This design comes from an exercise in tuning for small area on the open sky130 flow, not from production work. In this exercise RTL edits were held to simulation tests only and were not proved equivalent to the original. Power and IR drop assume default switching activity.

File: design.v
module AluMux (z, x, y, mux_ctrl);
output wire [31:0] z;
input  wire [31:0] x, y;
input  wire mux_ctrl;
assign z = mux_ctrl ? y : x;
endmodule
module RegisterFile (rd1, rd2, rr1, rr2, wr, wd, we, clk);
output wire [31:0] rd1, rd2;
input  wire [4:0]  rr1, rr2, wr;
input  wire        we, clk;
input  wire [31:0] wd;
reg [31:0] rf [7:0];
reg [7:0]  s1, s2;              
reg [2:0]  wa;                  
reg        wv;                  
reg [31:0] wbuf;                
always @(posedge clk) begin
    if (wv)
        rf[wa] <= wbuf;
    wbuf <= wd;
    wa   <= wr[2:0];
    wv   <= we && wr[4:3] == 2'b00;
    s1   <= (rr1[4:3] == 2'b00) ? (8'd1 << rr1[2:0]) : 8'd0;
    s2   <= (rr2[4:3] == 2'b00) ? (8'd1 << rr2[2:0]) : 8'd0;
end
assign rd1 = ({32{s1[0]}} & rf[0]) | ({32{s1[1]}} & rf[1]) |
             ({32{s1[2]}} & rf[2]) | ({32{s1[3]}} & rf[3]) |
             ({32{s1[4]}} & rf[4]) | ({32{s1[5]}} & rf[5]) |
             ({32{s1[6]}} & rf[6]) | ({32{s1[7]}} & rf[7]);
assign rd2 = ({32{s2[0]}} & rf[0]) | ({32{s2[1]}} & rf[1]) |
             ({32{s2[2]}} & rf[2]) | ({32{s2[3]}} & rf[3]) |
             ({32{s2[4]}} & rf[4]) | ({32{s2[5]}} & rf[5]) |
             ({32{s2[6]}} & rf[6]) | ({32{s2[7]}} & rf[7]);
endmodule
module Alu (Result, A, B, op, shamount, sign);
output wire [31:0] Result; input wire sign; input wire [31:0] A, B; input wire [3:0] op; input wire [3:0] shamount;
wire inv = (op != 4'd0);
wire cin = (op == 4'd1) || (op == 4'd8);
wire [31:0] bx = B ^ {32{inv}};
wire [31:0] p = A ^ bx;
wire [31:0] g = A & bx;
wire n1 = g[0] | (p[0] & cin);
wire n2 = g[1] | (p[1] & n1);
wire n3 = g[3] | (p[3] & g[2]);
wire n4 = p[3] & p[2];
wire n5 = g[5] | (p[5] & g[4]);
wire n6 = p[5] & p[4];
wire n7 = g[7] | (p[7] & g[6]);
wire n8 = p[7] & p[6];
wire n9 = g[9] | (p[9] & g[8]);
wire n10 = p[9] & p[8];
wire n11 = g[11] | (p[11] & g[10]);
wire n12 = p[11] & p[10];
wire n13 = g[13] | (p[13] & g[12]);
wire n14 = p[13] & p[12];
wire n15 = g[15] | (p[15] & g[14]);
wire n16 = p[15] & p[14];
wire n17 = g[17] | (p[17] & g[16]);
wire n18 = p[17] & p[16];
wire n19 = g[19] | (p[19] & g[18]);
wire n20 = p[19] & p[18];
wire n21 = g[21] | (p[21] & g[20]);
wire n22 = p[21] & p[20];
wire n23 = g[23] | (p[23] & g[22]);
wire n24 = p[23] & p[22];
wire n25 = g[25] | (p[25] & g[24]);
wire n26 = p[25] & p[24];
wire n27 = g[27] | (p[27] & g[26]);
wire n28 = p[27] & p[26];
wire n29 = g[29] | (p[29] & g[28]);
wire n30 = p[29] & p[28];
wire n31 = g[31] | (p[31] & g[30]);
wire n32 = p[31] & p[30];
wire n33 = g[2] | (p[2] & n2);
wire n34 = n3 | (n4 & n2);
wire n35 = g[6] | (p[6] & n5);
wire n36 = p[6] & n6;
wire n37 = n7 | (n8 & n5);
wire n38 = n8 & n6;
wire n39 = g[10] | (p[10] & n9);
wire n40 = p[10] & n10;
wire n41 = n11 | (n12 & n9);
wire n42 = n12 & n10;
wire n43 = g[14] | (p[14] & n13);
wire n44 = p[14] & n14;
wire n45 = n15 | (n16 & n13);
wire n46 = n16 & n14;
wire n47 = g[18] | (p[18] & n17);
wire n48 = p[18] & n18;
wire n49 = n19 | (n20 & n17);
wire n50 = n20 & n18;
wire n51 = g[22] | (p[22] & n21);
wire n52 = p[22] & n22;
wire n53 = n23 | (n24 & n21);
wire n54 = n24 & n22;
wire n55 = g[26] | (p[26] & n25);
wire n56 = p[26] & n26;
wire n57 = n27 | (n28 & n25);
wire n58 = n28 & n26;
wire n59 = g[30] | (p[30] & n29);
wire n60 = p[30] & n30;
wire n61 = n31 | (n32 & n29);
wire n62 = n32 & n30;
wire n63 = g[4] | (p[4] & n34);
wire n64 = n5 | (n6 & n34);
wire n65 = n35 | (n36 & n34);
wire n66 = n37 | (n38 & n34);
wire n67 = g[12] | (p[12] & n41);
wire n68 = p[12] & n42;
wire n69 = n13 | (n14 & n41);
wire n70 = n14 & n42;
wire n71 = n43 | (n44 & n41);
wire n72 = n44 & n42;
wire n73 = n45 | (n46 & n41);
wire n74 = n46 & n42;
wire n75 = g[20] | (p[20] & n49);
wire n76 = p[20] & n50;
wire n77 = n21 | (n22 & n49);
wire n78 = n22 & n50;
wire n79 = n51 | (n52 & n49);
wire n80 = n52 & n50;
wire n81 = n53 | (n54 & n49);
wire n82 = n54 & n50;
wire n83 = g[28] | (p[28] & n57);
wire n84 = p[28] & n58;
wire n85 = n29 | (n30 & n57);
wire n86 = n30 & n58;
wire n87 = n59 | (n60 & n57);
wire n88 = n60 & n58;
wire n89 = n61 | (n62 & n57);
wire n90 = n62 & n58;
wire n91 = g[8] | (p[8] & n66);
wire n92 = n9 | (n10 & n66);
wire n93 = n39 | (n40 & n66);
wire n94 = n41 | (n42 & n66);
wire n95 = n67 | (n68 & n66);
wire n96 = n69 | (n70 & n66);
wire n97 = n71 | (n72 & n66);
wire n98 = n73 | (n74 & n66);
wire n99 = g[24] | (p[24] & n81);
wire n100 = p[24] & n82;
wire n101 = n25 | (n26 & n81);
wire n102 = n26 & n82;
wire n103 = n55 | (n56 & n81);
wire n104 = n56 & n82;
wire n105 = n57 | (n58 & n81);
wire n106 = n58 & n82;
wire n107 = n83 | (n84 & n81);
wire n108 = n84 & n82;
wire n109 = n85 | (n86 & n81);
wire n110 = n86 & n82;
wire n111 = n87 | (n88 & n81);
wire n112 = n88 & n82;
wire n113 = n89 | (n90 & n81);
wire n114 = n90 & n82;
wire n115 = g[16] | (p[16] & n98);
wire n116 = n17 | (n18 & n98);
wire n117 = n47 | (n48 & n98);
wire n118 = n49 | (n50 & n98);
wire n119 = n75 | (n76 & n98);
wire n120 = n77 | (n78 & n98);
wire n121 = n79 | (n80 & n98);
wire n122 = n81 | (n82 & n98);
wire n123 = n99 | (n100 & n98);
wire n124 = n101 | (n102 & n98);
wire n125 = n103 | (n104 & n98);
wire n126 = n105 | (n106 & n98);
wire n127 = n107 | (n108 & n98);
wire n128 = n109 | (n110 & n98);
wire n129 = n111 | (n112 & n98);
wire n130 = n113 | (n114 & n98);
wire [32:0] c = {n130, n129, n128, n127, n126, n125, n124, n123, n122, n121, n120, n119, n118, n117, n116, n115, n98, n97, n96, n95, n94, n93, n92, n91, n66, n65, n64, n63, n34, n33, n2, n1, cin};
wire [31:0] sum = p ^ c[31:0];
wire cmp = c[32] ^ sign ^ op[3];
wire        left = (op[1:0] == 2'b00);
wire        fill = op[1] & A[31];
wire [46:0] x = left ? {A, 15'd0} : {{15{fill}}, A};
wire [3:0]  t = shamount ^ {4{left}};
wire [46:0] y = x >> t;
wire [31:0] sh = y[31:0];
wire s_add = (op == 4'd0) || (op == 4'd1);
wire s_and = (op == 4'd2);
wire s_or  = (op == 4'd3);
wire s_sh  = (op == 4'd4) || (op == 4'd5) || (op == 4'd6);
wire s_cmp = (op == 4'd7) || (op == 4'd8);
assign Result = ({32{s_add}} & sum) | ({32{s_and}} & (A & B)) | ({32{s_or}}  & (A | B)) | ({32{s_sh}}  & sh) | {31'd0, s_cmp & cmp};
endmodule
module alu_datapath (
    input  wire        clk,
    input  wire        we,
    input  wire        mux_ctrl,
    input  wire [4:0]  rr1,
    input  wire [4:0]  rr2,
    input  wire [4:0]  wr,
    input  wire [31:0] write_data,
    input  wire [3:0]  op,
    input  wire [3:0]  shamount,
    input  wire        sign,
    output wire [31:0] result
);
wire [31:0] rd1, rd2, wd;
Alu          myAlu (result, rd1, rd2, op, shamount, sign);
AluMux       muxx  (wd, write_data, result, mux_ctrl);
RegisterFile RF    (rd1, rd2, rr1, rr2, wr, wd, we, clk);
endmodule
File: run.sh
#!/bin/bash
# synth_recipe.tcl (not shown) runs the flow's synth.tcl, then flattens the netlist and writes it again
# the make line also repeats each setting of config.mk as NAME=value (left out here)
make -C /OpenROAD-flow-scripts/flow DESIGN_CONFIG=/design/flow/config.mk WORK_HOME=/design/flow/orfs CLKGATE_MAP_FILE= SYNTH_SCRIPT=/design/flow/synth_recipe.tcl finish
File: config.mk
export PLATFORM = sky130hd
export DESIGN_NAME = alu_datapath
export DESIGN_NICKNAME = alu_datapath
export VERILOG_FILES = /design/flow/design.v
export SDC_FILE = /design/flow/constraint.sdc
export NUM_CORES = 4
export LEC_CHECK = 0
export CAP_MARGIN = 20
export CORE_MARGIN = 2
export CORE_UTILIZATION = 60
export CTS_BUF_LIST = sky130_fd_sc_hd__clkbuf_4 sky130_fd_sc_hd__clkbuf_8
export PLACE_DENSITY = 0.75
export SLEW_MARGIN = 20
File: constraint.sdc
create_clock -name core_clock -period 10.0 [get_ports {clk}]
set_input_delay 2.0000 -clock core_clock [delete_from_list [all_inputs] [get_ports {clk}]]
set_output_delay 2.0000 -clock core_clock [all_outputs]
set_load 0.01 [all_outputs]
==> results.rst, run 1 <==
.. list-table::
   :header-rows: 1

   * - Metric
     - Value
   * - Cell Int Power
     - 2.24 mW
   * - DR vias
     - 15200
   * - Top FF cell, synth
     - edfxtp_1
   * - Worst Path Class, Setup
     - input pin to output pin
   * - Layout overhead on the synthesized area
     - 13.3%
   * - Global-route layer with the greatest usage
     - met2
   * - Most common library cell in the layout ignoring fill and taps
     - a22oi_1
   * - Number of rows in the core area
     - 61
   * - GR Util met1
     - 57.2%
   * - Gr ovfl total
     - 0
   * - Placed cells
     - 1923
   * - Syn_nets
     - 1610
   * - Top library cells by usage in the layout, fill and taps aside
     - 258 x a22oi_1, 256 x edfxtp_1, 90 x nor2_1
   * - Number of routed nets with antenna violations
     - 0
   * - Starting Density
     - 61.3%
   * - Max cap viols
     - 0
   * - Cell area after layout
     - 19400 um2
   * - # port buffers
     - 90
   * - Max-slew headroom at the worst pin
     - 27.9%
   * - Count of H-tree levels built during CTS
     - 2
   * - Final Worst Setup Slack
     - 0.460 ns
   * - CP Launch Type
     - input pin
   * - Post-route non-filler standard cell count
     - 2013
   * - Core Box Area
     - 27900 um2
   * - Die Y-Extent
     - 173 um
   * - Transition time of the tightest slew-check pin
     - 1.07 ns
   * - Final hold violation count
     - 0
   * - Switching power share of the total
     - 28.2%
   * - Total wire length
     - 64300 um
   * - Post-layout utilization of the core
     - 69.5%
   * - Static power due to leakage
     - 6.42 nW
   * - Path depth of the worst reg2reg path
     - 15
   * - Post-Place Cell Area
     - 18400 um2
   * - Kind of capture point of the worst setup path
     - output pin
   * - Post-synthesis cell type count
     - 74
   * - Result of the run
     - finished clean
   * - Critical path's slowest cell
     - clkdlybuf4s50_1
   * - Clock network power share
     - 35.3%
   * - Instance count of the mapped netlist
     - 1515
   * - Share of layout cells above drive strength 1
     - 13.1%
   * - Detailed Route Iter0 Violations
     - 2734
   * - Synth warnings
     - 1
   * - Global Route Usage Sum
     - 42.5%
   * - GP Congestion
     - 1.07
   * - Biggest cell delay along the critical path
     - 0.58 ns
   * - Hold slack final
     - 0.536 ns
   * - Cell area power density
     - 161 nW/um2
   * - Netlist area before placement
     - 17100 um2
   * - List of cells traversed by the critical path
     - clkdlybuf4s50_1, or2_2, nor2_4, buf_4, xor2_1, fa_1, nand2b_1, a21oi_1, o211ai_1, o21ai_1, inv_1, fa_1, xor2_1, nand2_1, o21ai_0, o22ai_2, clkdlybuf4s50_1
   * - Resized Gates After CTS
     - 0
   * - Vias in the first global route
     - 14900
   * - Setup repair after global routing missed its margin
     - false
   * - Number of antenna violations at the first check in global routing
     - 2
   * - Hold_buf cts
     - 0
   * - Total negative slack for setup checks
     - 0 ns
   * - Number of endpoints failing setup at the final stage
     - 0
   * - Mean area per synthesized cell
     - 11.3 um2
   * - Largest net degree at the start of global routing
     - 47
   * - Global-route wire length before repair
     - 94800 um
   * - Number of fill cells
     - 2062
   * - Number of slew-limit violations in the final report
     - 0
   * - Part of the total power dissipated in sequential elements
     - 47.0%
   * - Count of flip-flops with a built-in enable after synthesis
     - 256
   * - Sequential area share after synthesis
     - 51.0%
   * - Largest clock skew in the final design
     - 0.0603 ns
   * - Routed WL per cell
     - 32.0 um
   * - Number of buffers inserted during clock tree synthesis
     - 48
   * - Worst Path Arrival
     - 7.54 ns
   * - Detailed Routing Iterations Pass 1
     - 7
   * - Maximum clock path buffer count
     - 3
   * - Post-detailed-placement half-perimeter wirelength
     - 42600 um
   * - Async SR Flop Fraction
     - 0%
   * - I/O pin count
     - 91
   * - CTS tree
     - done
   * - Relative contribution of combinational cells to total power
     - 17.7%
   * - Shortest clock period the worst path allows after layout
     - 9.54 ns
   * - Met2 track demand over resource
     - 60.9%
   * - Die Area
     - 29900 um2
   * - Clock-pin slew of the registers on the worst-case setup and hold paths
     - 0.06 ns
   * - Clock sinks
     - 308
   * - Post-DR vias/cell
     - 7.55
   * - Worst hold path stage count
     - 0
   * - Synthesis-stage register bit count
     - 308
   * - Class of the tightest hold or removal check
     - register to register
   * - Count of unresolved DRC violations after routing
     - 0
   * - CTS root buf
     - clkbuf_8
   * - Clock network latency to the later pin of the worst-skew pair
     - 0.63 ns
   * - Largest voltage drop on the vdd net
     - 170 uV
   * - Post-CTS Setup Repair Bufs
     - 0
   * - Final worst path period share
     - 95.4%
   * - Maximum operating frequency
     - 105 MHz
   * - Required time reported for the critical path endpoint
     - 8.00 ns
   * - Switching power
     - 0.880 mW
   * - Pwr Total
     - 3.12 mW
   * - Net count reported at finish
     - 1690
   * - Worst Path Max Fanout
     - 31
   * - Die Span X
     - 173 um
   * - Worst setup slack after placement
     - 0.623 ns
   * - Met3 layer usage reported by global route
     - 14.4%
==> layer usage <==
| metal | share of wire (%) | up-vias |
|---|---|---|
| met1 | 35 | 7221 |
| li1 | - | 6240 |
| met2 | 42 | 1436 |
| met3 | 17 | 301 |
| met5 | 0.016 | - |
| met4 | 5.8 | 2 |
==> worst paths after layout <==
kind | startpoint | to | slack (ns)
worst max-delay path | op[3] | result[17] | 0.46
worst min-delay path | RF.wbuf[13] | RF.rf[2][13] | 0.54
worst max register to register | RF.s1[1] | RF.wbuf[30] | 4.48
worst min register to register | RF.wbuf[13] | RF.rf[2][13] | 0.54
==> synthesized netlist by cell type, drive strengths merged, types with 4 or more instances <==
library cell | instances | area share (%)
a2bb2oi | 4 | 0.20
a41oi | 6 | 0.31
o22ai | 19 | 0.77
mux2 | 18 | 1.2
dfxtp | 52 | 6.1
o221ai | 9 | 0.46
a31oi | 16 | 0.58
and2 | 9 | 0.34
inv | 48 | 1.1
fa | 6 | 0.70
ha | 30 | 2.2
nor2b | 4 | 0.15
nand4 | 44 | 1.6
nor3 | 22 | 0.64
a22oi | 262 | 12
maj3 | 25 | 1.5
o211ai | 14 | 0.61
and4 | 26 | 1.3
nand3 | 23 | 0.67
nor2 | 99 | 2.2
nand2b | 11 | 0.40
or3 | 11 | 0.40
buf | 51 | 1.6
a21oi | 63 | 1.9
mux4 | 28 | 3.7
nor3b | 7 | 0.31
clkbuf | 52 | 1.1
o32ai | 7 | 0.45
xor2 | 9 | 0.46
a22o | 6 | 0.31
a211oi | 13 | 0.60
mux2i | 20 | 1.2
edfxtp | 256 | 45
o21a | 4 | 0.18
nand2 | 86 | 1.9
o31ai | 8 | 0.35
a21o | 12 | 0.53
o21ai | 58 | 1.7
xnor2 | 42 | 2.1
==> logic make-up (layout without fill, tap and decap cells) <==
logic type	after synthesis	count (layout)	share of synthesized area, %
mux	66	66	6.08
xor+xnor	51	51	2.61
buf+inv	151	269	3.82
flops	308	308	51.0
other cells	0	2	0
fa+ha+maj	61	61	4.35
simple gates	353	353	10.4
compound gates	525	525	21.8
==> layout make-up <==
class,count,area (um2),area share (%)
Sequential cell,308,8730,45.0
Multi-Input combinational cell,1056,7810,40.2
Timing Repair Buffer,133,1210,6.23
Clock buffer,76,896,4.62
Tap cell,378,473,2.44
Inverter,48,180,0.928
Clock inverter,12,105,0.542
Antenna cell,2,5.00,0.0258
==> flip-flops by register name, summed over array words and instances (netlist names) <==
name and flops:
RF.s1 8, RF.s2 8, RF.rf 256, RF.wv 1, RF.wbuf 32, RF.wa 3
==> worst max-delay path, delay by kind of cell <==
| family | cells | cell delay (ns) |
|---|---|---|
| compound gates | 5 | 1.32 |
| xor+xnor | 2 | 0.33 |
| fa+ha+maj | 2 | 0.97 |
| buf+inv | 4 | 1.98 |
| simple gates | 4 | 0.90 |
==> power by group through the flow <==
| stage | Combinational, mW | Clock [mW] | Sequential, mW |
|---|---|---|---|
| floorplan | 0.333 | 0 | 1.48 |
| global placement | 0.526 | 0 | 1.49 |
| detailed placement | 0.528 | 0 | 1.49 |
| CTS | 0.531 | 1.10 | 1.46 |
| global route | 0.582 | 1.16 | 1.47 |
| finish | 0.553 | 1.10 | 1.46 |
==> run 2, diff against run 1 <==
--- a/config.mk
+++ b/config.mk
@@ -8,6 +8,4 @@
 export CAP_MARGIN = 20
 export CORE_MARGIN = 2
-export CORE_UTILIZATION = 60
-export CTS_BUF_LIST = sky130_fd_sc_hd__clkbuf_4 sky130_fd_sc_hd__clkbuf_8
-export PLACE_DENSITY = 0.75
+export CORE_UTILIZATION = 40
 export SLEW_MARGIN = 20
==> run 2 against run 1 <==
Register-to-register slack better by 0.45 ns. Non-clock buffer count is 4 higher. Synthesized cell count stayed put. Setup slack better by 0.26 ns. Sequential share of layout area is 1.0 points lower. Utilization is 22 points lower. Synthesized area stayed put.
==> results.rst, run 2 <==
.. list-table::
   :header-rows: 1

   * - Metric
     - Value
   * - Result of the run
     - finished clean
   * - Setup repair after global routing missed its margin
     - false
   * - Routed WL per cell
     - 31.0 um (-3.0%)
   * - Placed cells
     - 2088 (+8.6%)
   * - Clock network latency to the later pin of the worst-skew pair
     - 0.56 ns (-0.07 ns)
   * - Shortest clock period the worst path allows after layout
     - 9.28 ns (-0.261 ns)
   * - Net count reported at finish
     - 1680 (-0.59%)
   * - Top cells by area in the synthesized netlist
     - edfxtp_1 45%, a22oi_1 11%, dfxtp_1 6.1%
   * - # port buffers
     - 90 (unchanged)
   * - Final hold violation count
     - 0 (unchanged)
   * - Most instantiated cells after synthesis
     - 258 x a22oi_1, 256 x edfxtp_1, 99 x nor2_1
   * - Post-CTS Setup Repair Bufs
     - 0 (unchanged)
   * - Top FF cell, synth
     - edfxtp_1
   * - Global Route Usage Sum
     - 29.9% (-13 points)
   * - CTS root buf
     - clkbuf_16
   * - Post-synthesis cell type count
     - 74 (unchanged)
   * - Post-detailed-placement half-perimeter wirelength
     - 44500 um (+4.4%)
   * - Instance count of the mapped netlist
     - 1515 (unchanged)
   * - Register with the most flip-flops
     - RF.rf
   * - Global-route layer with the greatest usage
     - met2
   * - Antenna cell count
     - 0 (-2)
   * - Post-synth top area share
     - 44.9% (unchanged)
   * - Most numerous cell in the Yosys netlist
     - a22oi_1
   * - Starting Density
     - 40.6% (-21 points)
   * - Maximum operating frequency
     - 108 MHz (+2.8%)
   * - Largest area contributor in the synthesized netlist
     - edfxtp_1
   * - Gr ovfl total
     - 0 (unchanged)
   * - DR vias
     - 14600 (-4.1%)
   * - Most common library cell in the layout ignoring fill and taps
     - a22oi_1
   * - Worst Path Arrival
     - 7.28 ns (-0.26 ns)
   * - Clock sinks
     - 308 (unchanged)
   * - Hold slack final
     - 0.539 ns (+0.00325 ns)
   * - Class of the tightest hold or removal check
     - register to register
   * - Largest clock skew in the final design
     - 0.0190 ns (-0.0413 ns)
   * - Mean area per synthesized cell
     - 11.3 um2 (unchanged)
   * - CTS tree
     - done
   * - GP Congestion
     - 1.03 (-3.6%)
   * - Total wire length
     - 66600 um (+3.5%)
   * - Detailed Routing Iterations Pass 1
     - 6 (-1)
   * - Number of buffers inserted during clock tree synthesis
     - 34 (-29%)
   * - Core Box Area
     - 42100 um2 (+51%)
   * - Die Area
     - 44500 um2 (+49%)
   * - Number of rows in the core area
     - 75 (+23%)
   * - Post-route non-filler standard cell count
     - 2149 (+6.8%)
   * - Netlist area before placement
     - 17100 um2 (unchanged)
   * - Number of endpoints failing setup at the final stage
     - 0 (unchanged)
   * - Registers with the highest flip-flop counts
     - RF.rf: 256 flops, RF.wbuf: 32 flops
   * - Transition time of the tightest slew-check pin
     - 1.15 ns (+0.0833 ns)
   * - Worst Path Max Fanout
     - 31 (unchanged)
   * - Clock-pin slew of the registers on the worst-case setup and hold paths
     - 0.06 ns (about the same)
   * - Syn_nets
     - 1610 (unchanged)
   * - Number of antenna violations at the first check in global routing
     - 3 (+1)
   * - Number of slew-limit violations in the final report
     - 0 (unchanged)
   * - Vias in the first global route
     - 14400 (-3.4%)
   * - Global-route wire length before repair
     - 96600 um (+1.9%)
   * - Largest voltage drop on the vdd net
     - 90.5 uV (-47%)
   * - Final worst path period share
     - 92.8% (-2.6 points)
   * - Detailed Route Iter0 Violations
     - 1979 (-28%)
   * - Cell area power density
     - 170 nW/um2 (+5.9%)
   * - Max cap viols
     - 0 (unchanged)
   * - Count of flip-flops with a built-in enable after synthesis
     - 256 (unchanged)
   * - Hold_buf cts
     - 0 (unchanged)
   * - Total negative slack for setup checks
     - 0 ns (unchanged)
   * - Top library cells by usage in the layout, fill and taps aside
     - 258 x a22oi_1, 256 x edfxtp_1, 91 x nor2_1
   * - Synthesis-stage register bit count
     - 308 (unchanged)
   * - Maximum clock path buffer count
     - 3 (unchanged)
   * - Required time reported for the critical path endpoint
     - 8.00 ns (about the same)
   * - Post-DR vias/cell
     - 6.79 (-10%)
   * - CP Launch Type
     - input pin
   * - Die Span X
     - 211 um (+22%)
   * - Async SR Flop Fraction
     - 0% (unchanged)
   * - Max-slew headroom at the worst pin
     - 22.3% (-5.6 points)
   * - Count of unresolved DRC violations after routing
     - 0 (unchanged)
   * - Largest net degree at the start of global routing
     - 48 (+2.1%)
   * - Die Y-Extent
     - 211 um (+22%)
   * - Static power due to leakage
     - 6.52 nW (+1.6%)
   * - Share of layout cells above drive strength 1
     - 11.8% (-1.3 points)
   * - GR Util met1
     - 42.5% (-15 points)
   * - Layout overhead on the synthesized area
     - 16.0%
   * - Met3 layer usage reported by global route
     - 5.62% (-8.8 points)
   * - Count of H-tree levels built during CTS
     - 2 (unchanged)
   * - Flip-flop count of the largest register, all copies and words added
     - 256 (unchanged)
   * - Number of routed nets with antenna violations
     - 0 (unchanged)
   * - Resized Gates After CTS
     - 0 (unchanged)
   * - Worst Path Class, Setup
     - input pin to output pin
   * - Synth warnings
     - 1 (unchanged)
   * - Sequential area share after synthesis
     - 51.0% (unchanged)
   * - I/O pin count
     - 91 (unchanged)
   * - Kind of capture point of the worst setup path
     - output pin
   * - Met2 track demand over resource
     - 45.5% (-15 points)
[run 2: changes by cell type in the layout (fill, tap and decap cells not counted), moves of 2 or more]
cell	before	now
buf_4	43	47
bufinv_16	1	5
clkbuf_1	0	3
clkbuf_16	0	35
clkbuf_4	24	0
clkbuf_8	52	7
clkinv_1	5	2
clkinv_2	1	4
clkinvlp_4	2	0
diode_2	2	0
inv_6	0	2
[run 2: cells by family (layout without fill, tap and decap cells)]
group | Yosys count | count (layout) | share of synthesized area [%]
XOR/XNOR | 51 | 51 | 2.61
flip-flops | 308 | 308 | 51.0
multiplexers | 66 | 66 | 6.08
adder cells (fa/ha/maj) | 61 | 61 | 4.35
AO/OA/AOI/OAI | 525 | 525 | 21.8
AND/OR/NAND/NOR | 353 | 353 | 10.4
buffers and inverters | 151 | 246 | 3.82
[run 2: metal layers]
metal,wire length (um),vias to the layer above
li1,-,6207
met1,27600,7190
met2,29300,1007
met3,7280,178
met4,2410,0
met5,0,-
[run 2: through the flow]
stage / cell area, um2 / power, mW / util, % / worst slack (ns)
after global routing: 19900 / 3.48 / 47.2 / 0.500
after CTS: 19900 / 3.38 / 47.2 / 0.733
after global placement: 18600 / 2.04 / 44.2 / 0.801
final: 19900 / 3.38 / 47.2 / 0.721
after floorplan: 17100 / 1.81 / - / 1.74
after detailed placement: 18600 / 2.03 / 44.2 / 0.742
[run 2: path summary, 6_finish.rpt]
path | from | end | slack, ns | depth (start not counted)
setup / recovery | op[3] | result[0] | 0.72 | 17
hold / removal | RF.wbuf[13] | RF.rf[0][13] | 0.54 | 0
setup reg to reg | RF.s1[3] | RF.wbuf[30] | 4.93 | 16
hold reg to reg | RF.wbuf[13] | RF.rf[0][13] | 0.54 | 0
[run 2: layout make-up]
cell class              count  area (um2)
inverters                  48         180
well taps                 539         674
fillers                  3790       22300
flip-flops and latches    308        8730
multi-input cells        1056        7810
repair buffers            137        1240
clock inverters            16         254
clock buffers              45         983
[run 2: critical path, cell delays in order]
cell and delay [ns]:
clkdlybuf4s50_1 0.54, or2_2 0.47, nor2_4 0.16, buf_4 0.49, xor2_1 0.17, fa_1 0.49, nand2b_1 0.19, a21oi_1 0.28
o211ai_1 0.23, o21ai_1 0.21, buf_4 0.17, inv_1 0.18, nor3_1 0.37, o21ai_0 0.41, mux2i_1 0.31, nand2_1 0.10
clkdlybuf4s50_1 0.49
[run 2: power breakdown]
part           switching, mW  internal (mW)
Sequential            0.0329           1.43
Clock                  0.522          0.831
Combinational          0.351          0.210
==> run 3, diff against run 2 <==
--- a/config.mk
+++ b/config.mk
@@ -6,6 +6,8 @@
 export NUM_CORES = 4
 export LEC_CHECK = 0
-export CAP_MARGIN = 20
+export CAP_MARGIN = 5
 export CORE_MARGIN = 2
 export CORE_UTILIZATION = 40
-export SLEW_MARGIN = 20
+export CTS_BUF_LIST = sky130_fd_sc_hd__clkbuf_8
+export CTS_CLUSTER_SIZE = 30
+export SLEW_MARGIN = 5
==> run 3 against run 2 <==
Combinational power hardly changed. Maximum frequency decreased by 0.45%. Critical path type unchanged. Setup slack lost 0.042 ns. Via count grew 0.47%. Synthesized area is the same. Final cell count increased by 1.6%. Cell area fell by 0.77%. Synthesized cell count unchanged. Largest power group unchanged. Sequential share of layout area increased by 0.34 points.
==> results.rst, run 3 <==
.. list-table::
   :header-rows: 1

   * - Metric
     - Value
   * - Register with the most flip-flops
     - RF.rf
   * - Post-CTS Setup Repair Bufs
     - 0 (unchanged)
   * - Static power due to leakage
     - 6.52 nW (about the same)
   * - Number of endpoints failing setup at the final stage
     - 0 (unchanged)
   * - Synthesis-stage register bit count
     - 308 (unchanged)
   * - Count of H-tree levels built during CTS
     - 2 (unchanged)
   * - Maximum operating frequency
     - 107 MHz (-0.45%)
   * - Post-synth top area share
     - 44.9% (unchanged)
   * - Clock-pin slew of the registers on the worst-case setup and hold paths
     - 0.07 ns (about the same)
   * - Cell area power density
     - 162 nW/um2 (-5.0%)
   * - Endpoint of the worst hold-timing path
     - RF.rf[7][22]
   * - Shortest clock period the worst path allows after layout
     - 9.32 ns (+0.0415 ns)
   * - Number of rows in the core area
     - 75 (unchanged)
   * - Post-DR vias/cell
     - 6.71 (-1.1%)
   * - Class of the tightest hold or removal check
     - register to register
   * - GP Congestion
     - 1.03 (unchanged)
   * - Number of buffer and inverter instances along the worst setup path
     - 5 (unchanged)
   * - Starting Density
     - 40.6% (unchanged)
   * - Synth warnings
     - 1 (unchanged)
   * - Core Box Area
     - 42100 um2 (unchanged)
   * - Count of unresolved DRC violations after routing
     - 0 (unchanged)
   * - Most common library cell in the layout ignoring fill and taps
     - a22oi_1
   * - Mean area per synthesized cell
     - 11.3 um2 (unchanged)
   * - Worst setup slack after placement
     - 0.742 ns (unchanged)
   * - # port buffers
     - 90 (unchanged)
   * - Critical path's slowest cell
     - clkdlybuf4s50_1
   * - Post-layout utilization of the core
     - 46.8% (-0.37 points)
   * - Layout overhead on the synthesized area
     - 15.1%
   * - Worst Path Class, Setup
     - input pin to output pin
   * - Kind of capture point of the worst setup path
     - output pin
   * - Cell family with most CP delay
     - buffers and inverters
   * - Reg2reg end
     - RF.wbuf[30]
   * - Routed WL per cell
     - 30.4 um (-1.8%)
   * - Gr ovfl total
     - 0 (unchanged)
   * - Sequential area share after synthesis
     - 51.0% (unchanged)
   * - Async SR Flop Fraction
     - 0% (unchanged)
   * - Max cap viols
     - 0 (unchanged)
   * - Setup repair after global routing missed its margin
     - false
   * - CTS tree
     - done
   * - Number of buffers inserted during clock tree synthesis
     - 50 (+47%)
   * - Number of slew-limit violations in the final report
     - 0 (unchanged)
   * - Maximum clock path buffer count
     - 3 (unchanged)
   * - Post-Place Cell Area
     - 18600 um2 (unchanged)
   * - Largest voltage drop on the vdd net
     - 73.8 uV (-18%)
   * - Top cells by area in the synthesized netlist
     - edfxtp_1 45%, a22oi_1 11%, dfxtp_1 6.1%
   * - Reg2Reg Setup Slack
     - 4.88 ns (-0.05 ns)
   * - Syn_nets
     - 1610 (unchanged)
   * - Instance count of the mapped netlist
     - 1515 (unchanged)
   * - Clock network latency to the later pin of the worst-skew pair
     - 0.64 ns (+0.08 ns)
   * - List of cells traversed by the critical path
     - clkdlybuf4s50_1, or2_2, nor2_4, buf_4, xor2_1, fa_1, nand2b_1, a21oi_1, o211ai_1, o21ai_1, buf_4, inv_1, nor3_1, o21ai_0, mux2i_1, nand2_1, clkdlybuf4s50_1
   * - Worst Path Max Fanout
     - 31 (unchanged)
   * - Required time reported for the critical path endpoint
     - 8.00 ns (about the same)
   * - Global Route Usage Sum
     - 29.8% (-0.084 points)
   * - Reg2Reg Launch Point
     - RF.s1[3]
   * - Global-route wire length before repair
     - 96400 um (-0.21%)
   * - Post-synthesis cell type count
     - 74 (unchanged)
   * - Worst hold path stage count
     - 0 (unchanged)
   * - Die Area
     - 44500 um2 (unchanged)
   * - Largest net degree at the start of global routing
     - 48 (unchanged)
   * - Cell area after layout
     - 19700 um2 (-0.77%)
   * - Clock sinks
     - 308 (unchanged)
   * - Top FF cell, synth
     - edfxtp_1
   * - Die Span X
     - 211 um (unchanged)
   * - Most instantiated cells after synthesis
     - 258 x a22oi_1, 256 x edfxtp_1, 99 x nor2_1
   * - Biggest cell delay along the critical path
     - 0.54 ns (about the same)
   * - Net count reported at finish
     - 1696 (+0.95%)
   * - I/O pin count
     - 91 (unchanged)
   * - Post-detailed-placement half-perimeter wirelength
     - 44500 um (unchanged)
   * - Top library cells by usage in the layout, fill and taps aside
     - 258 x a22oi_1, 256 x edfxtp_1, 91 x nor2_1
   * - Resized Gates After CTS
     - 0 (unchanged)
   * - Largest clock skew in the final design
     - 0.0341 ns (+0.0151 ns)
   * - Die Y-Extent
     - 211 um (unchanged)
   * - Number of routed nets with antenna violations
     - 0 (unchanged)
   * - Final hold violation count
     - 0 (unchanged)
   * - Result of the run
     - finished clean
   * - Final Worst Setup Slack
     - 0.680 ns (-0.0415 ns)
   * - Flip-flop count of the largest register, all copies and words added
     - 256 (unchanged)
   * - Detailed Routing Iterations Pass 1
     - 5 (-1)
   * - CTS root buf
     - clkbuf_8
   * - Worst Path Arrival
     - 7.32 ns (+0.04 ns)
   * - Total negative slack for setup checks
     - 0 ns (unchanged)
   * - Max-slew headroom at the worst pin
     - 26.8% (+4.5 points)
   * - Vias in the first global route
     - 14400 (+0.30%)
   * - Most numerous cell in the Yosys netlist
     - a22oi_1
   * - Hold_buf cts
     - 0 (unchanged)
   * - Worst hold path startpoint
     - RF.wbuf[22]
   * - Final worst path period share
     - 93.2% (+0.42 points)
   * - Share of layout cells above drive strength 1
     - 12.7% (+0.92 points)
   * - Largest area contributor in the synthesized netlist
     - edfxtp_1
   * - Netlist area before placement
     - 17100 um2 (unchanged)
   * - Transition time of the tightest slew-check pin
     - 1.09 ns (-0.0666 ns)
   * - Total wire length
     - 66500 um (-0.20%)
   * - Count of flip-flops with a built-in enable after synthesis
     - 256 (unchanged)
   * - Detailed Route Iter0 Violations
     - 1922 (-2.9%)
   * - Registers with the highest flip-flop counts
     - RF.rf: 256 flops, RF.wbuf: 32 flops
   * - DR vias
     - 14700 (+0.47%)
   * - Path depth of the worst reg2reg path
     - 15 (-1)
   * - Number of antenna violations at the first check in global routing
     - 3 (unchanged)
   * - CP Launch Type
     - input pin
## run 3: cell counts after synthesis
Identical to the previous run, type by type.
## run 3: layout make-up
type / instances / area (um2)
inverters: 48 / 180
clock inverters: 39 / 324
clock buffers: 55 / 757
repair buffers: 137 / 1240
fillers: 3840 / 22400
diodes: 1 / 2.50
flip-flops and latches: 308 / 8730
well taps: 539 / 674
multi-input cells: 1056 / 7810
## run 3: metal layers
layer	wire length [um]	global-route usage, %	up-vias
met5	0	0	-
met4	2590	12.7	0
met3	7620	6.13	174
met2	29000	45.0	1034
met1	27300	41.6	7196
li1	-	-	6247
## run 3: kinds of logic after synthesis
kind of cell / Yosys count / share of synthesized area [%]
xor gates and xnor gates: 51 / 2.61
and+or+nand+nor: 353 / 10.4
buffers and inverters: 151 / 3.82
muxes: 66 / 6.08
adders and majority gates: 61 / 4.35
DFF: 308 / 51.0
AOI/OAI and AO/OA: 525 / 21.8
## run 3: worst max path at each step
stage	slack (ns)	depth (start not counted)	to	start
final	0.68	17	result[0]	op[3]
after global routing	0.50	17	result[0]	op[3]
after CTS	0.73	18	result[17]	op[3]
after detailed placement	0.74	18	result[17]	op[3]
after global placement	0.80	18	result[17]	op[3]
after floorplan	1.74	19	result[17]	op[1]
## run 3: metrics by stage
stage               total power, mW  cells  hold slack [ns]
global route                   3.30   2182            0.541
global placement               2.04   2088            0.537
finish                         3.19   2183            0.539
detailed placement             2.03   2088            0.541
floorplan                      1.81   1515            0.507
CTS                            3.19   2182            0.540
## run 3: where the power goes
part	internal [mW]	switching [mW]
Combinational	0.209	0.351
Sequential	1.43	0.0329
Clock	0.645	0.516
==> run 4, diff against run 3 <==
==> flow/run.sh (new file) <==
#!/bin/bash
# Standard layout, except that ABC maps the logic with an area-oriented
# script (flow/area.abc) instead of ORFS's speed script. Everything else,
# registers included, comes from the standard synthesis and flow.
set -euo pipefail
W=$(pwd)
cat > "$W/own_synth.tcl" <<EOT
proc own_abc_script {n1 n2 op} {
  global abc_args
  set i [lsearch -exact \$abc_args -script]
  if {\$i >= 0} { lset abc_args [expr {\$i + 1}] {$W/flow/area.abc} }
}
trace add variable ::abc_args write own_abc_script
source {$W/synth_recipe.tcl}
EOT
bash "$W/standard.sh" "SYNTH_SCRIPT=$W/own_synth.tcl" finish > "$W/flow.log" 2>&1
==> flow/area.abc (new file) <==
strash
&get -n
&dch -f
&nf -R 1000
&put
==> standard.sh (new file) <==
#!/bin/bash
# synth_recipe.tcl (not shown) runs the flow's synth.tcl, then flattens the netlist and writes it again
# the make line also repeats each setting of config.mk as NAME=value (left out here)
make -C /OpenROAD-flow-scripts/flow DESIGN_CONFIG=/design/flow/config.mk WORK_HOME=/design/flow/orfs CLKGATE_MAP_FILE= SYNTH_SCRIPT=/design/flow/synth_recipe.tcl "${@:-finish}"
--- a/config.mk
+++ b/config.mk
@@ -6,8 +6,6 @@
 export NUM_CORES = 4
 export LEC_CHECK = 0
-export CAP_MARGIN = 5
+export CAP_MARGIN = 20
 export CORE_MARGIN = 2
 export CORE_UTILIZATION = 40
-export CTS_BUF_LIST = sky130_fd_sc_hd__clkbuf_8
-export CTS_CLUSTER_SIZE = 30
-export SLEW_MARGIN = 5
+export SLEW_MARGIN = 20
removed: run.sh
==> run 4 against run 3 <==
Still clean on timing, DRC and antenna. Global-route usage fell by 3.6 points. Register-to-register slack got worse by 0.63 ns. Cell area fell by 4.6%. Hold slack improved by 0.0072 ns. Critical path type unchanged. Critical endpoint is now result[29].
==> results.rst, run 4 <==
.. list-table::
   :header-rows: 1

   * - Metric
     - Value
   * - Maximum clock path buffer count
     - 3 (unchanged)
   * - Kind of capture point of the worst setup path
     - output pin
   * - Top FF cell, synth
     - edfxtp_1
   * - Worst hold path stage count
     - 0 (unchanged)
   * - Register with the most flip-flops
     - RF.rf
   * - Die Span X
     - 201 um (-4.6%)
   * - Result of the run
     - finished clean
   * - Async SR Flop Fraction
     - 0% (unchanged)
   * - Vias in the first global route
     - 12900 (-11%)
   * - Layout overhead on the synthesized area
     - 20.9%
   * - Mean area per synthesized cell
     - 11.3 um2 (-0.32%)
   * - Post-route non-filler standard cell count
     - 2104 (-3.6%)
   * - Post-synthesis cell type count
     - 48 (-35%)
   * - Number of routed nets with antenna violations
     - 0 (unchanged)
   * - CTS tree
     - done
   * - Worst Path Arrival
     - 7.59 ns (+0.27 ns)
   * - Number of rows in the core area
     - 72 (-4.0%)
   * - Antenna cell count
     - 0 (-1)
   * - I/O pin count
     - 91 (unchanged)
   * - Largest area contributor in the synthesized netlist
     - edfxtp_1
   * - Detailed Routing Iterations Pass 1
     - 7 (+2)
   * - Core Box Area
     - 38500 um2 (-8.7%)
   * - Cell area after layout
     - 18800 um2 (-4.6%)
   * - Static power due to leakage
     - 6.34 nW (-2.8%)
   * - Count of H-tree levels built during CTS
     - 2 (unchanged)
   * - Largest voltage drop on the vdd net
     - 117 uV (+58%)
   * - Placed cells
     - 2043 (-2.2%)
   * - Clock-pin slew of the registers on the worst-case setup and hold paths
     - 0.06 ns (about the same)
   * - Detailed Route Iter0 Violations
     - 2115 (+10%)
   * - Count of unresolved DRC violations after routing
     - 0 (unchanged)
   * - Post-detailed-placement half-perimeter wirelength
     - 35800 um (-19%)
   * - CTS root buf
     - clkbuf_16
   * - Setup repair after global routing missed its margin
     - false
   * - Post-Place Cell Area
     - 17600 um2 (-5.4%)
   * - Post-DR vias/cell
     - 6.45 (-3.9%)
   * - Path depth of the worst reg2reg path
     - 22 (+7)
   * - Number of buffers inserted during clock tree synthesis
     - 34 (-32%)
   * - CP Launch Type
     - input pin
   * - Class of the tightest hold or removal check
     - register to register
   * - Worst setup slack after placement
     - 0.175 ns (-0.567 ns)
   * - Routed WL per cell
     - 25.7 um (-16%)
   * - Final hold violation count
     - 0 (unchanged)
   * - Most common library cell in the layout ignoring fill and taps
     - edfxtp_1
   * - Share of layout cells above drive strength 1
     - 8.20% (-4.5 points)
   * - Final worst path period share
     - 95.9% (+2.7 points)
   * - Total negative slack for setup checks
     - 0 ns (unchanged)
   * - Instance count of the mapped netlist
     - 1380 (-8.9%)
   * - Registers with the highest flip-flop counts
     - RF.rf: 256 flops, RF.wbuf: 32 flops
   * - Gr ovfl total
     - 0 (unchanged)
   * - Hold_buf cts
     - 0 (unchanged)
   * - DR vias
     - 13600 (-7.3%)
   * - Number of antenna violations at the first check in global routing
     - 0 (-3)
   * - Global Route Usage Sum
     - 26.2% (-3.6 points)
   * - GP Congestion
     - 1.00 (-2.7%)
   * - Largest clock skew in the final design
     - 0.0223 ns (-0.0118 ns)
   * - Clock network latency to the later pin of the worst-skew pair
     - 0.54 ns (-0.10 ns)
   * - Die Y-Extent
     - 201 um (-4.6%)
   * - Syn_nets
     - 1475 (-8.4%)
   * - Most instantiated cells after synthesis
     - 256 x edfxtp_1, 156 x nand2_1, 125 x o21ai_0
   * - Total wire length
     - 54100 um (-19%)
   * - Worst Path Class, Setup
     - input pin to output pin
   * - Clock sinks
     - 308 (unchanged)
   * - Starting Density
     - 40.4% (-0.22 points)
   * - Transition time of the tightest slew-check pin
     - 1.10 ns (+0.0158 ns)
   * - Sequential area share after synthesis
     - 56.1% (+5.2 points)
   * - Final Worst Setup Slack
     - 0.406 ns (-0.274 ns)
   * - Number of endpoints failing setup at the final stage
     - 0 (unchanged)
   * - Synthesis-stage register bit count
     - 308 (unchanged)
   * - # port buffers
     - 90 (unchanged)
   * - Max-slew headroom at the worst pin
     - 26.5% (-0.29 points)
   * - Netlist area before placement
     - 15600 um2 (-9.2%)
   * - Net count reported at finish
     - 1656 (-2.4%)
   * - Flip-flop count of the largest register, all copies and words added
     - 256 (unchanged)
   * - Number of slew-limit violations in the final report
     - 0 (unchanged)
   * - Top library cells by usage in the layout, fill and taps aside
     - 256 x edfxtp_1, 156 x nand2_1, 124 x o21ai_0
   * - Count of flip-flops with a built-in enable after synthesis
     - 256 (unchanged)
   * - Max cap viols
     - 0 (unchanged)
   * - Worst Path Max Fanout
     - 31 (unchanged)
   * - Top cells by area in the synthesized netlist
     - edfxtp_1 49%, a222oi_1 7.2%, dfxtp_1 6.7%
   * - Required time reported for the critical path endpoint
     - 8.00 ns (about the same)
   * - Most numerous cell in the Yosys netlist
     - edfxtp_1
   * - Cell area power density
     - 173 nW/um2 (+6.8%)
   * - Global-route wire length before repair
     - 80100 um (-17%)
   * - Synth warnings
     - 1 (unchanged)
   * - Shortest clock period the worst path allows after layout
     - 9.59 ns (+0.274 ns)
   * - Post-synth top area share
     - 49.4% (+4.5 points)
   * - Largest net degree at the start of global routing
     - 47 (-2.1%)
   * - Maximum operating frequency
     - 104 MHz (-2.9%)
   * - Die Area
     - 40500 um2 (-9.0%)
-- run 4: changes by cell type in the layout (fill, tap and decap cells not counted), sizes merged, moves of 50 or more --
cell    change
nand2      +70
a21oi      +50
a222oi    +112
inv        -62
o21ai      +67
a22oi     -206
-- run 4: cell type report --
class | count | area [um2]
fill | 3518 | 19700
sequential | 308 | 8730
multi-input combinational | 1051 | 6880
timing repair buffer | 145 | 1310
clock buffer | 39 | 901
tap | 518 | 648
clock inverter | 22 | 254
inverter | 21 | 78.8
-- run 4: cell families after synthesis --
logic type,count (synthesis),synth area share (%)
and+or+nand+nor,422,11.9
buffers and inverters,21,0.507
xor gates and xnor gates,53,2.98
AOI/OAI and AO/OA,490,21.8
DFF,308,56.1
muxes,50,3.47
adders and majority gates,36,3.19
-- run 4: critical path, cell delays in order --
cell             delay, ns
clkdlybuf4s50_1       0.55
nor2_2                0.23
nand2_1               0.13
nor2_4                0.12
buf_6                 0.37
xnor2_1               0.14
ha_1                  0.35
nand2_1               0.07
nor2_1                0.04
a211oi_1              0.40
o21ai_1               0.24
nand3_1               0.15
and3b_1               0.24
o31ai_1               0.10
buf_4                 0.17
a21oi_1               0.50
o41ai_1               0.14
buf_4                 0.18
and3_1                0.18
a211oi_1              0.25
xor2_1                0.10
o211ai_1              0.31
clkdlybuf4s50_1       0.61
-- run 4: worst paths after layout --
path / start / endpoint / slack, ns
max reg2reg: RF.s2[1] / RF.wbuf[28] / 4.25
min reg2reg: RF.wbuf[4] / RF.rf[4][4] / 0.55
max: op[3] / result[29] / 0.41
min: RF.wbuf[4] / RF.rf[4][4] / 0.55
-- run 4: what timing repair did --
item / in CTS / in global routing
setup endpoints to repair: 0 / 10
setup buffers: 0 / 0
resized for setup: 0 / 3
-- run 4: layer usage --
layer  wire length, um  track usage, %  up-vias
li1                  -               -     6017
met1             22500            36.7     6654
met2             24700            40.8      806
met3              5380            4.37      100
met4              1530            10.1        0
met5                 0               0        -
-- run 4: power breakdown --
part / internal [mW] / leakage, nW / switching [mW] / total, mW
combinational: 0.192 / 3.02 / 0.298 / 0.490
sequential: 1.44 / 2.76 / 0.0345 / 1.47
clock: 0.780 / 0.564 / 0.506 / 1.29
-- run 4: metrics by stage --
| stage | total power [mW] | utilization, % | hold WS, ns |
|---|---|---|---|
| after floorplan | 1.78 | - | 0.507 |
| after global routing | 3.36 | 48.9 | 0.571 |
| after detailed placement | 1.98 | 45.8 | 0.544 |
| after global placement | 1.97 | 45.8 | 0.540 |
| after CTS | 3.26 | 48.8 | 0.550 |
| final | 3.25 | 48.9 | 0.546 |

## afterwards: timing with drivers on the ports
The flow's constraints put no driver on any port. The routed layouts listed below were extracted and timed again, unchanged, in two steps.
Step 1 sets driving cells, clkbuf_16 on the clock port and buf_2 on the other inputs (assumed; they add their load-dependent delay and slew).
Step 2, shift: input delay + t, output delay - t, t = (earliest + latest rising clock arrival at the registers) / 2. This alone moves slack from input paths to output paths.
Three values: ideal ports, drivers, drivers and shift; two values: the first two.
run	shift t [ns]	setup WS [ns]	hold slack, ns	worst setup path after step 2	cell pins on the clock port's net
run 1	0.648	0.460 / 0.433 / 0.433	0.536 / 0.536 / 0.536	input to output	1
run 2	0.601	0.721 / 0.699 / 0.699	0.539 / 0.539 / 0.539	input to output	1
run 3	0.671	0.680 / 0.658 / 0.658	0.539 / 0.539 / 0.539	input to output	1
run 4	0.585	0.406 / 0.379 / 0.379	0.546 / 0.546 / 0.546	input to output	1
After both steps every run listed still meets setup and hold.
